This is an optimization exercise on Yosys and OpenROAD, whose aim is small area, a short achievable clock period and few clock cycles, not a production implementation. Only simulation tests tie the RTL to the original design; equivalence was not proved.

[flow/design.v]
`timescale 1ns / 1ps
module Divider16t(
    input               clk,
    input               rst,
    input               en,
    input       [31:0]  divident,
    input       [31:0]  divisor,
    output      [31:0]  quotient,
    output      [31:0]  remainder,
    output  reg         div0,
    output              done
);
    parameter kDivFree = 2'b00, kDivByZero = 2'b01,
              kDivOn = 2'b10, kDivEnd = 2'b11;
    reg[64:0] reg_result;     
    reg[64:0] reg_d;          
    reg[5:0] i;
    reg[1:0] state;
    wire[64:0] mind;          
    wire[64:0] maxd;          
    reg[31:0] last_divident, last_divisor;
    wire start_flag = {last_divident, last_divisor} != {divident, divisor};
    assign mind = reg_d >> 1;
    assign maxd = reg_d + mind;
    assign quotient = reg_result[31:0];
    assign remainder = reg_result[64:33];
    assign done = state == kDivFree;
    always @(posedge clk) begin
        if (!rst) begin
            state <= kDivFree;
            div0 <= 0;
            reg_result <= 0;
            last_divident <= 0;
            last_divisor <= 0;
        end
        else begin
            case (state)
                kDivFree: begin
                    if (en && start_flag) begin
                        last_divident <= divident;
                        last_divisor <= divisor;
                        if (!divisor) begin
                            state <= kDivByZero;
                        end
                        else begin
                            state <= kDivOn;
                            reg_result <= {32'b0, divident, 1'b0};
                            reg_d <= {1'b0, divisor, 32'b0};
                            i <= 6'b0;
                        end
                    end
                    else begin
                        state <= kDivFree;
                    end
                end
                kDivByZero: begin
                    div0 <= 1;
                    state <= kDivEnd;
                end
                kDivOn: begin
                    i <= i + 1;
                    div0 <= 0;
                    if (reg_result >= maxd) begin
                        reg_result <= ((reg_result - maxd) << 2) + 2'b11;
                    end
                    else if (reg_result < maxd && reg_result >= reg_d) begin
                        reg_result <= ((reg_result - reg_d) << 2) + 2'b10;
                    end
                    else if (reg_result < reg_d && reg_result >= mind) begin
                        reg_result <= ((reg_result - mind) << 2) + 2'b01;
                    end
                    else begin
                        reg_result <= reg_result << 2;
                    end
                    if (i == 15) begin
                        i <= 0;
                        state <= kDivEnd;
                    end
                end
                kDivEnd: begin
                    div0 <= 0;
                    state <= kDivFree;
                end
                default:;
            endcase
        end
    end
endmodule   
`timescale 1ns / 1ps
module MultDiv(
    input                           clk,
    input                           rst,
    input                           flush,
    input                           stall,       
    input       [5:0]        funct,
    input       [31:0]         operand_1,
    input       [31:0]         operand_2,
    input       [31:0]         hi,
    input       [31:0]         lo,
    output                          done,
    output  reg [63:0]  result
);
    parameter kDivCycle = 17, kMultCycle = 1;
    reg[kDivCycle - 1:0] cycle_counter;
    reg ex_new;      
    reg[63:0] mult_result;
    reg done_flag;
    wire signed_flag, result_neg_flag, remainder_neg_flag;
    wire div_div0, div_done;
    wire[31:0] op_1, op_2;
    wire[31:0] quotient, remainder;
    assign signed_flag = funct == 6'b011000 || funct == 6'b011010   || 
                        funct == 6'b111010 || funct == 6'b111000 ||
                        funct == 6'b111011;
    assign result_neg_flag = signed_flag && (operand_1[31] ^ operand_2[31]);
    assign remainder_neg_flag = signed_flag && (operand_1[31] ^ remainder[31]);
    assign op_1 = (signed_flag && operand_1[31]) ? -operand_1 : operand_1;
    assign op_2 = (signed_flag && operand_2[31]) ? -operand_2 : operand_2;
    assign done = !ex_new && (cycle_counter[0] | done_flag);
    Divider16t divider(
        clk, rst && !flush, funct == 6'b011010 || funct == 6'b011011,
        op_1, op_2, quotient, remainder,
        div_div0, div_done
    );
    always @(posedge clk) begin
        mult_result <= op_1 * op_2;
    end
    always @(*) begin
        case (funct)
            6'b011000, 6'b011001,
            6'b111010: begin
                result <= result_neg_flag ? -mult_result : mult_result;
            end
            6'b111000, 6'b111001:    begin
                result <= result_neg_flag ? -mult_result + {hi, lo} : mult_result + {hi, lo};
            end
            6'b111011, 6'b111100: begin
                result <= result_neg_flag ? mult_result + {hi, lo} : -mult_result + {hi, lo};
            end
            6'b011010, 6'b011011: begin
                result <= {
                    remainder_neg_flag ? -remainder : remainder,
                    result_neg_flag ? -quotient : quotient
                };
            end
            default: result <= 0;
        endcase
    end
    always @(posedge clk) begin
        if (!rst || flush) begin
            ex_new <= 1;
        end
        else begin
            ex_new <= !stall;
        end
    end
    always @(posedge clk) begin
        if (!rst || flush) begin
            cycle_counter <= 0;
        end
        else if (ex_new) begin
            case (funct)
                6'b011000, 6'b011001,
                6'b111010, 6'b111000, 6'b111001,
                6'b111011, 6'b111100: begin
                    cycle_counter <= 1'b1 << (kMultCycle - 1);
                end
                6'b011010, 6'b011011: begin
                    cycle_counter <= 1'b1 << (kDivCycle - 1);
                end
                default: begin
                    cycle_counter <= 0;
                end
            endcase
        end
        else if (cycle_counter) begin
            cycle_counter <= cycle_counter >> 1;
        end
    end
    always @(posedge clk) begin
        if (!rst || flush) begin
            done_flag <= 0;
        end
        else if (ex_new) begin
            done_flag <= 0;
        end
        else if (cycle_counter[0]) begin
            done_flag <= 1;
        end
    end
endmodule  
`timescale 1ns / 1ps
module muldiv_unit (
    input               clk,
    input               resetn,
    input               req_valid,
    output              req_ready,
    input       [2:0]   req_op,      
    input       [31:0]  req_a,
    input       [31:0]  req_b,
    input       [31:0]  req_hi,      
    input       [31:0]  req_lo,
    output              resp_valid,
    output      [31:0]  resp_hi,
    output      [31:0]  resp_lo
);
    reg         busy;
    reg [5:0]   funct_r;
    reg [31:0]  a_r, b_r, hi_r, lo_r;
    reg [5:0]   req_funct;
    wire        done;
    wire [63:0] result;
    always @(*) begin
        case (req_op)
            3'd0: req_funct = 6'b011000;
            3'd1: req_funct = 6'b011001;
            3'd2: req_funct = 6'b011010;
            3'd3: req_funct = 6'b011011;
            3'd4: req_funct = 6'b111000;
            3'd5: req_funct = 6'b111001;
            3'd6: req_funct = 6'b111011;
            default: req_funct = 6'b111100;
        endcase
    end
    assign resp_valid = busy && done;
    assign req_ready  = !busy || done;
    assign resp_hi    = result[63:32];
    assign resp_lo    = result[31:0];
    always @(posedge clk) begin
        if (!resetn) begin
            busy <= 1'b0;
        end
        else if (req_valid && req_ready) begin
            busy    <= 1'b1;
            funct_r <= req_funct;
            a_r     <= req_a;
            b_r     <= req_b;
            hi_r    <= req_hi;
            lo_r    <= req_lo;
        end
        else if (done) begin
            busy <= 1'b0;
        end
    end
    MultDiv u_MultDiv (
        .clk         ( clk                        ),
        .rst         ( resetn                     ),
        .flush       ( 1'b0                       ),
        .stall       ( busy && !done              ),
        .funct       ( busy ? funct_r : 6'b111111 ),
        .operand_1   ( a_r                        ),
        .operand_2   ( b_r                        ),
        .hi          ( hi_r                       ),
        .lo          ( lo_r                       ),
        .done        ( done                       ),
        .result      ( result                     )
    );
endmodule
[flow/run.sh]
#!/bin/bash
# synth_recipe.tcl (not shown) runs the flow's synth.tcl, then flattens the netlist and writes it again
# the make line also repeats each setting of config.mk as NAME=value (left out here)
make -C /OpenROAD-flow-scripts/flow DESIGN_CONFIG=/design/flow/config.mk WORK_HOME=/design/flow/orfs CLKGATE_MAP_FILE= SYNTH_SCRIPT=/design/flow/synth_recipe.tcl finish
[flow/config.mk]
export PLATFORM = sky130hd
export DESIGN_NAME = muldiv_unit
export DESIGN_NICKNAME = muldiv_unit
export VERILOG_FILES = /design/flow/design.v
export SDC_FILE = /design/flow/constraint.sdc
export NUM_CORES = 8
export LEC_CHECK = 0
export CAP_MARGIN = 20
export CORE_MARGIN = 2
export CORE_UTILIZATION = 40
export SLEW_MARGIN = 20
[flow/constraint.sdc]
create_clock -name core_clock -period 20.0 [get_ports {clk}]
set_input_delay 4.0000 -clock core_clock [delete_from_list [all_inputs] [get_ports {clk}]]
set_output_delay 4.0000 -clock core_clock [all_outputs]
set_load 0.01 [all_outputs]
==> out/qor.yml <==
outcome: "finished clean"
cts_resized: 0
multi_input_area_sq_mm: 0.0521
initial_core_util: 0.402
nNetsFinal: 9457
min_period_ns: 12.38
clock_latency_ns: 0.69
crit_required_ns: 20.56
cts_tree: "done"
synth-seq-cells: 385
first_pass_iters: 9
startpoint_type: "register"
die_x_um: 411
grt_max_degree: 76
placedCellCount: 10000
hp-class: "reg2reg"
dp_hpwl_um: 216000
synth-simple-area-share: 0.163
antenna_found_initial: 14
finalSetupTns_ns: 0
final_cells: 10100
die_h_um: 411
final_common_cell: "inv_1"
area_growth_pct: 10.3
postCtsSetupBuffers: 0
finClkSkew_ns: 0.0795
avgRoutedWirePerCell_um: 27.4
critPathBufInv: 6
fmax_ghz: 0.0808
synthCells: 7854
drive_above_1_share: 0.0504
slowest_delay_ns: 0.72
grt_pass1_vias: 59000
finalSetupViolCount: 0
num-fill-cells: 16400
arrival_ns: 12.94
yosysTopAreaCell: "fa_1"
crit_type: "reg2reg"
synth_nets: 9417
ios: 200
drtIter0Drc: 5908
cts_inserted_buffers: 50
async_reset_ff_frac: 0
avgViaCountPerCell: 5.87
overflow: 0
grt_usage: 0.323
place.gp.congestion: 1.00
synth_compound_area_frac: 0.139
worst_slew_pin_slew_ns: 1.10
postRouteAntennaNets: 0
synth.distinct_cells: 100
holdBufCountCts: 0
cpMostUsedCell: "fa_1"
place_area_sq_mm: 0.0713
final_cell_mix: "inv_1, nor2_1, fa_1, nand2_1, ha_1"
port_buffers: 199
netlist_area_sq_mm: 0.0663
slowest_stage: "o31ai_1"
synth.mux.area_fraction: 0.0209
die-area_sq_mm: 0.169
clk_path_buf_depth: 3
ys_warn_count: 3
cts_max_level: 2
critical_path.max_fanout: 14
grt_pass1_wl_um: 402000
ys_seq_area_frac: 0.142
routed_wl_um: 278000
synth_fa_ha_area_frac: 0.372
post-route-period-util: 0.619
drv_slew: 0
final_area_sq_mm: 0.0732
root_buffer: "clkbuf_16"
ff_latch_area_sq_mm: 0.00941
numClockSinks: 385
via_count: 59500
netlist_top_cells_area: "fa_1, ha_1, edfxtp_1"
rsz0062_at_grt: "false"
hold_viol: 0
maxCapViolations: 0
clk_pin_slew_ns: 0.06
cpLargestDelayFamily: "adder cells"
synth_xor_area_frac: 0.0804
synth_top_family_by_area: "adder cells"
drc: 0
num_rows: 149
yosysTopAreaCellShare: 0.272
syn_avg_cell_area_sq_um: 8.45
synth_edf_count: 170
relSlewSlack: 0.246
worst_setup_path_end_kind: "register"
core_area_sq_mm: 0.165
synthFlopType: "dfxtp_1"
hold_slack_ns: 0.456
## sequential cells by signal (all words and copies together), names as in the netlist, 4 cells and up
register	count
u_MultDiv.divider.i	6
u_MultDiv.divider.reg_d	32
hi_r	32
a_r	32
u_MultDiv.divider.last_divisor	32
u_MultDiv.cycle_counter	17
u_MultDiv.mult_result	64
funct_r	4
u_MultDiv.divider.reg_result	65
b_r	32
u_MultDiv.divider.last_divident	32
lo_r	32
## worst reg2reg max path, delay by kind of cell, from the launching register on
kind,cells,cell delay (ns)
flip-flops,1,0.66
XOR/XNOR,2,0.68
adder cells (fa/ha/maj),10,4.47
buffers and inverters,6,0.74
AND/OR/NAND/NOR,6,1.98
AO/OA/AOI/OAI,10,3.76
## through the flow
stage,utilization,setup slack (ns)
after floorplan,-,9.40
after global placement,0.433,8.01
after detailed placement,0.433,7.72
after CTS,0.444,7.77
after global routing,0.444,7.14
final,0.444,7.62
## final timing paths
check                              from                          to  slack [ns]  depth (start not counted)
max                              a_r[0]   u_MultDiv.mult_result[57]        7.62                         34
min          u_MultDiv.cycle_counter[2]  u_MultDiv.cycle_counter[1]        0.46                          1
max reg2reg                      a_r[0]   u_MultDiv.mult_result[57]        7.62                         34
min reg2reg  u_MultDiv.cycle_counter[2]  u_MultDiv.cycle_counter[1]        0.46                          1
## cell type report
cell class | count | share of cell area
inverter | 1056 | 0.0542
multi-input combinational | 6042 | 0.711
timing repair buffer | 359 | 0.0436
sequential | 385 | 0.129
clock inverter | 35 | 0.00624
antenna | 11 | 0.000376
tap | 2189 | 0.0374
clock buffer | 59 | 0.0183
## layer usage
metal	routed length [um]	GRT usage	vias to the layer above
li1	-	-	26100
met3	27400	0.0661	626
met4	15800	0.153	8
met2	123000	0.507	2968
met5	60	0	-
met1	112000	0.427	29900
## logic make-up after synthesis
group | after synthesis
simple gates | 2443
fa+ha+maj | 1430
flops | 385
mux | 138
buf+inv | 1427
compound gates | 1429
xor+xnor | 602
## synthesized netlist by cell type, types with 22 or more instances
| master | instances |
|---|---|
| a211oi_1 | 33 |
| a21o_1 | 171 |
| a21oi_1 | 410 |
| a222oi_1 | 46 |
| a31oi_1 | 49 |
| and2_1 | 40 |
| and3_1 | 42 |
| clkbuf_1 | 331 |
| dfxtp_1 | 215 |
| edfxtp_1 | 170 |
| fa_1 | 902 |
| ha_1 | 527 |
| inv_1 | 1044 |
| mux2i_1 | 133 |
| nand2_1 | 807 |
| nand2b_1 | 49 |
| nand3_1 | 93 |
| nand4_1 | 71 |
| nor2_1 | 957 |
| nor2b_1 | 47 |
| nor3_1 | 116 |
| nor4_1 | 46 |
| o211ai_1 | 30 |
| o21a_1 | 39 |
| o21ai_0 | 311 |
| o21bai_1 | 54 |
| o22ai_1 | 37 |
| o31ai_1 | 36 |
| or2_2 | 25 |
| or3_1 | 55 |
| or4_1 | 22 |
| xnor2_1 | 335 |
| xor2_1 | 260 |
Testbench counts, summed over its fixed seeds: cycles 18,568.

-- afterwards: timing with drivers on the ports --
Ports are ideal in the flow. The routed layout listed here was re-timed in OpenROAD.
Step 1: set_driving_cell puts a clkbuf_16 on clk and a buf_2 on each other input, an assumption about the parent block.
Step 2 adds t to the input delays and takes it off the output delays; t is the mean of the earliest and latest rising clock arrival at the registers after step 1. Input paths then give back, and output paths get back, about the clock's delay inside the block.
a / b / c = no drivers / after step 1 / after step 2; a / b = the first two.
shift t [ns]: 0.725
slack for setup (ns): 7.618 / 7.618 / 7.618
hold WS [ns]: 0.456 / 0.456 / 0.456
worst setup path at the end: register to register
After both steps this run still meets setup and hold. For this run, drivers alone change the setup slack by 0.000 ns; drivers and shift together by 0.000 ns.
